This is an optimization exercise on Yosys and OpenROAD, whose aim is small area, a short achievable clock period and few clock cycles per item, not a production implementation. At most, simulation tests tie the RTL to the original design; equivalence was not proved. Power figures rest on the tool's default switching activity, not on a simulated workload.

Design mult8, start of the top module:
module mult8(clk, nRST, c_ALL, m_busy, a_data, b_data, mult_out, m_finish);
Settings: LEC_CHECK=0, CAP_MARGIN=20, CORE_MARGIN=2, CORE_UTILIZATION=40, CTS_BUF_LIST=sky130_fd_sc_hd__clkbuf_4, GPL_TIMING_DRIVEN=0, PLACE_DENSITY=0.6, SLEW_MARGIN=20; clock period 5.0 ns.
standard.sh (not shown) runs the stock make flow with config.mk's settings and CLKGATE_MAP_FILE= SYNTH_SCRIPT=/design/flow/synth_recipe.tcl, a recipe that flattens the netlist after the stock synthesis.
==> flow/flow/run.sh <==
#!/bin/bash
# Own layout flow: the standard flow (standard.sh, all steps, its logs in
# orfs/logs/), with two changes on make's command line:
# - the synthesis script is flow/synth.tcl: it sources the standard script
#   synth_recipe.tcl unchanged, but skips full-adder extraction
#   (ADDER_MAP_FILE empty) and maps with the ABC scripts in flow/;
# - every port still gets a buffer, but the smallest one (buf_1).
# make's own output goes to own_flow.log.
set -euo pipefail
work=$(pwd)
export MY_WORK_DIR=$work
export MY_FLOW_DIR=$work/flow
sed -e "s#SYNTH_SCRIPT=[^ ]*#SYNTH_SCRIPT=$work/flow/synth.tcl ADDER_MAP_FILE= BUFFER_PORTS_ARGS=\"-buffer_cell sky130_fd_sc_hd__buf_1\"#" standard.sh > own_standard.sh
bash own_standard.sh > own_flow.log 2>&1
==> flow/flow/map.abc <==
strash
dch
map -D 1700
topo
stime -c
buffer -c
upsize -c -D 1700
dnsize -c -D 1700
stime -c
==> flow/flow/map_out.abc <==
strash
dch
map -D 1200
topo
stime -c
buffer -c
upsize -c -D 1200
dnsize -c -D 1200
stime -c
==> flow/flow/synth.tcl <==
# Standard synthesis (synth_recipe.tcl, sourced unchanged) with two changes made
# from outside it: no full-adder extraction (ADDER_MAP_FILE is left empty on
# make's command line) and ABC technology mapping with delay-driven scripts:
# flow/map_out.abc for the logic between the registers and the outputs, then
# flow/map.abc for the rest.
proc abc {args} {
  set out {}
  set skip 0
  foreach a $args {
    if {$skip} { set skip 0; continue }
    if {$a eq "-script" || $a eq "-D"} { set skip 1; continue }
    lappend out $a
  }
  set dir $::env(MY_FLOW_DIR)
  if {[file exists $dir/map_out.abc]} {
    yosys select -set outcone o:* %ci*:-sky130_fd_sc_hd__edfxtp_1:-sky130_fd_sc_hd__dfrtp_1:-sky130_fd_sc_hd__dfxtp_1 t:\$_* %i
    puts "abc override: output cone with $dir/map_out.abc"
    yosys abc -script $dir/map_out.abc {*}$out @outcone
  }
  puts "abc override: rest with $dir/map.abc"
  yosys abc -script $dir/map.abc {*}$out
}
source $::env(MY_WORK_DIR)/synth_recipe.tcl
The baseline went through all stages and came out clean.
Next try:
--- a/flow/design.v
+++ b/flow/design.v
@@ -199,35 +199,35 @@
 assign c44 = (c38 & s41) | (c40 & (c38 ^ s41));
 assign s45 = pe_2 ^ pp_3_6 ^ c42;
 assign c46 = (pe_2 & pp_3_6) | (c42 & (pe_2 ^ pp_3_6));
 assign s47 = 1'b1 ^ pp_3_7 ^ c46;
 assign c48 = (1'b1 & pp_3_7) | (c46 & (1'b1 ^ pp_3_7));
 assign row_a = {1'b1, pe_3, s47, c44, s43, c36, s35, c24, s23, s17, s11, s7, s3, s1, pp_0_1, pp_0_0};
 assign row_b = {1'b0, c48, 1'b0, s45, 1'b0, s39, 1'b0, s29, 1'b0, 1'b0, 1'b0, 1'b0, 1'b0, 1'b0, 1'b0, bn_0};
-wire [4:0] lo_sum;
-assign lo_sum[4:0] = row_a[3:0] + row_b[3:0];
-reg [3:0] lo_q;
+wire [6:0] lo_sum;
+assign lo_sum[6:0] = row_a[5:0] + row_b[5:0];
+reg [5:0] lo_q;
 reg lo_c;
-reg [10:0] hi_a;
+reg [8:0] hi_a;
 reg [3:0] hi_b;
 always @(posedge clk or negedge nRST)
 begin
     if(nRST == 1'b0)
         m_finish <= 1'b0;
     else if(c_ALL == 1'b1)
         m_finish <= 1'b0;
     else if(m_busy == 1'b0)
         m_finish <= 1'b1;
 end
 always @(posedge clk)
 begin
     if(m_busy == 1'b0)
     begin
-        lo_q <= lo_sum[3:0];
-        lo_c <= lo_sum[4];
-        hi_a <= {row_a[14], row_a[13], row_a[12], row_a[11], row_a[10], row_a[9], row_a[8], row_a[7], row_a[6], row_a[5], row_a[4]};
+        lo_q <= lo_sum[5:0];
+        lo_c <= lo_sum[6];
+        hi_a <= {row_a[14], row_a[13], row_a[12], row_a[11], row_a[10], row_a[9], row_a[8], row_a[7], row_a[6]};
         hi_b <= {row_b[14], row_b[12], row_b[10], row_b[8]};
     end
 end
-assign mult_out[3:0] = lo_q;
-assign mult_out[15:4] = {1'b1, hi_a[10], hi_a[9], hi_a[8], hi_a[7], hi_a[6], hi_a[5], hi_a[4], hi_a[3], hi_a[2], hi_a[1], hi_a[0]} + {1'b0, hi_b[3], 1'b0, hi_b[2], 1'b0, hi_b[1], 1'b0, hi_b[0], 1'b0, 1'b0, 1'b0, 1'b0} + lo_c;
+assign mult_out[5:0] = lo_q;
+assign mult_out[15:6] = {1'b1, hi_a[8], hi_a[7], hi_a[6], hi_a[5], hi_a[4], hi_a[3], hi_a[2], hi_a[1], hi_a[0]} + {1'b0, hi_b[3], 1'b0, hi_b[2], 1'b0, hi_b[1], 1'b0, hi_b[0], 1'b0, 1'b0} + lo_c;
 endmodule
Outcome: The new run completed with no timing, DRC or antenna violations. Critical path depth rose by 5. Sequential power hardly moves. Total power fell by 7.0%. Maximum frequency rose by 5.8%. Sequential cell count stays the same.
Testbench counts after the change, summed over its fixed seeds: cycles 3,200, items 3,200.
For the first run of this note, only the layout was checked, not whether the RTL still works.

========
## run A
mult8, a different RTL version from the one above (not shown whole).
Size in the first run: ~20 flip-flops, about 2800 µm² of cells after synthesis.
==> flow/config.mk <==
export PLATFORM = sky130hd
export DESIGN_NAME = mult8
export DESIGN_NICKNAME = mult8
export VERILOG_FILES = /design/flow/design.v
export SDC_FILE = /design/flow/constraint.sdc
export NUM_CORES = 4
export LEC_CHECK = 0
export CAP_MARGIN = 20
export CORE_MARGIN = 2
export CORE_UTILIZATION = 40
export GPL_TIMING_DRIVEN = 0
export PLACE_DENSITY = 0.6
export SLEW_MARGIN = 20
==> flow/constraint.sdc <==
create_clock -name core_clock -period 5.0 [get_ports {clk}]
set_input_delay 1.0000 -clock core_clock [delete_from_list [all_inputs] [get_ports {clk}]]
set_output_delay 1.0000 -clock core_clock [all_outputs]
set_load 0.01 [all_outputs]
==> flow/flow/run.sh <==
#!/bin/bash
# Own layout flow: the standard flow (standard.sh), with its synthesis
# script swapped for flow/synth.tcl, which sources the standard script
# synth_recipe.tcl but skips full-adder extraction and maps with flow/map.abc.
set -euo pipefail
work=$(pwd)
export MY_WORK_DIR=$work
export MY_FLOW_DIR=$work/flow
sed -e "s#SYNTH_SCRIPT=[^ ]*#SYNTH_SCRIPT=$work/flow/synth.tcl ADDER_MAP_FILE= BUFFER_PORTS_ARGS=\"-buffer_cell sky130_fd_sc_hd__buf_2\"#" standard.sh > own_standard.sh
bash own_standard.sh > own_flow.log 2>&1
==> flow/flow/map.abc <==
strash
dch
map -D 2000
topo
stime -c
buffer -c
upsize -c -D 2000
dnsize -c -D 2000
stime -c
==> flow/flow/synth.tcl <==
# Standard synthesis (synth_recipe.tcl, sourced unchanged) with two changes made
# from outside it: no full-adder extraction (ADDER_MAP_FILE is left empty on
# make's command line) and ABC mapped with a delay-driven script.
set my_abc_script $::env(MY_FLOW_DIR)/map.abc

proc abc {args} {
  set out {}
  set skip 0
  foreach a $args {
    if {$skip} { set skip 0; continue }
    if {$a eq "-script" || $a eq "-D"} { set skip 1; continue }
    lappend out $a
  }
  puts "abc override: -script $::my_abc_script"
  yosys abc -script $::my_abc_script {*}$out
}
source $::env(MY_WORK_DIR)/synth_recipe.tcl
Here is what was changed in the inputs of run B compared with run A.
--- a/flow/design.v
+++ b/flow/design.v
@@ -301,38 +301,38 @@
 assign c78 = (s55 & c34) | (c54 & (s55 ^ c34));
 assign s79 = s57 ^ c38 ^ c56;
 assign c80 = (s57 & c38) | (c56 & (s57 ^ c38));
 assign s81 = s59 ^ c40 ^ c58;
 assign c82 = (s59 & c40) | (c58 & (s59 ^ c40));
 assign s83 = pp_6_7 ^ pp_7_6 ^ c60;
 assign c84 = (pp_6_7 & pp_7_6) | (c60 & (pp_6_7 ^ pp_7_6));
 assign row_a = {1'b1, pp_7_7, s83, s81, s79, s77, s75, s73, s71, s69, s67, s65, s63, s61, pp_0_1, pp_0_0};
 assign row_b = {1'b0, c84, c82, c80, c78, c76, c74, c72, c70, c68, c66, c64, c62, pp_2_0, pp_1_0, 1'b0};
-wire [12:0] lo_sum;
+wire [6:0] lo_sum;
 assign lo_sum[0:0] = row_a[0:0];
-assign lo_sum[12:1] = row_a[11:1] + row_b[11:1];
-reg [11:0] lo_q;
+assign lo_sum[6:1] = row_a[5:1] + row_b[5:1];
+reg [5:0] lo_q;
 reg lo_c;
-reg [2:0] hi_a;
-reg [2:0] hi_b;
+reg [8:0] hi_a;
+reg [8:0] hi_b;
 always @(posedge clk or negedge nRST)
 begin
     if(nRST == 1'b0)
         m_finish <= 1'b0;
     else if(c_ALL == 1'b1)
         m_finish <= 1'b0;
     else if(m_busy == 1'b0)
         m_finish <= 1'b1;
 end
 always @(posedge clk)
 begin
     if(m_busy == 1'b0)
     begin
-        lo_q <= lo_sum[11:0];
-        lo_c <= lo_sum[12];
-        hi_a <= {row_a[14], row_a[13], row_a[12]};
-        hi_b <= {row_b[14], row_b[13], row_b[12]};
+        lo_q <= lo_sum[5:0];
+        lo_c <= lo_sum[6];
+        hi_a <= {row_a[14], row_a[13], row_a[12], row_a[11], row_a[10], row_a[9], row_a[8], row_a[7], row_a[6]};
+        hi_b <= {row_b[14], row_b[13], row_b[12], row_b[11], row_b[10], row_b[9], row_b[8], row_b[7], row_b[6]};
     end
 end
-assign mult_out[11:0] = lo_q;
-assign mult_out[15:12] = {1'b1, hi_a[2], hi_a[1], hi_a[0]} + {1'b0, hi_b[2], hi_b[1], hi_b[0]} + lo_c;
+assign mult_out[5:0] = lo_q;
+assign mult_out[15:6] = {1'b1, hi_a[8], hi_a[7], hi_a[6], hi_a[5], hi_a[4], hi_a[3], hi_a[2], hi_a[1], hi_a[0]} + {1'b0, hi_b[8], hi_b[7], hi_b[6], hi_b[5], hi_b[4], hi_b[3], hi_b[2], hi_b[1], hi_b[0]} + lo_c;
 endmodule
==> run notes <==
Diff run A -> run B | post-synthesis to final-layout area growth | decrease of 0.45 points
Run B vs run A: worst hold slack down in run B
Looking at proportion of cell area occupied by multi-input gates, run B sits 7.1 points below run A.
Changes observed in run B relative to run A: area after synthesis has decreased, count of nets left with antenna violations after detail routing neither gained nor lost much, clock network fraction of total power up 2.1 points, routed wire length -4.4%.
Run B vs run A — quantity of I/O buffers inserted on ports dropped about 6.5%.
Between run A and run B, the flow reports die area decreasing by a few percent.
Testbench counts of run B, summed over its fixed seeds: cycles 3,200, items 3,200.
No functional check of the RTL was part of run A.

port drivers added, routing unchanged:
No port has a modelled driver above. Below, the same layouts with a new extraction and two added sets of constraints. Step 1 (the two cells are an assumption about what drives the block):
set clk [get_ports {clk}]
set_driving_cell -lib_cell sky130_fd_sc_hd__clkbuf_16 $clk
set_driving_cell -lib_cell sky130_fd_sc_hd__buf_2 [delete_from_list [all_inputs] $clk]
Step 2 adds t to the input delays and takes it off the output delays; t is the mean of the earliest and latest rising clock arrival at the registers after step 1. Input paths then give back, and output paths get back, about the clock's delay inside the block. a / b / c = ideal / step 1 / step 2; a / b = the first two.
| run | t (ns) | slack for setup (ns) | clock arrival spread, ns |
|---|---|---|---|
| the first run of note 1 | 0.320 | 1.883 / 1.860 / 1.685 | 0.004 / 0.003 |
| the second run of note 1 | 0.330 | 2.055 / 2.060 / 1.731 | 0.007 / 0.007 |
| run A | 0.293 | 1.405 / 1.415 / 1.121 | 0.005 / 0.005 |
| run B | 0.307 | 1.358 / 1.330 / 1.637 | 0.001 / 0.002 |
After both steps setup and hold are still met in every run listed. For the second run of note 1, which loses most, drivers alone change the setup slack by +0.005 ns; drivers and shift together by -0.324 ns.
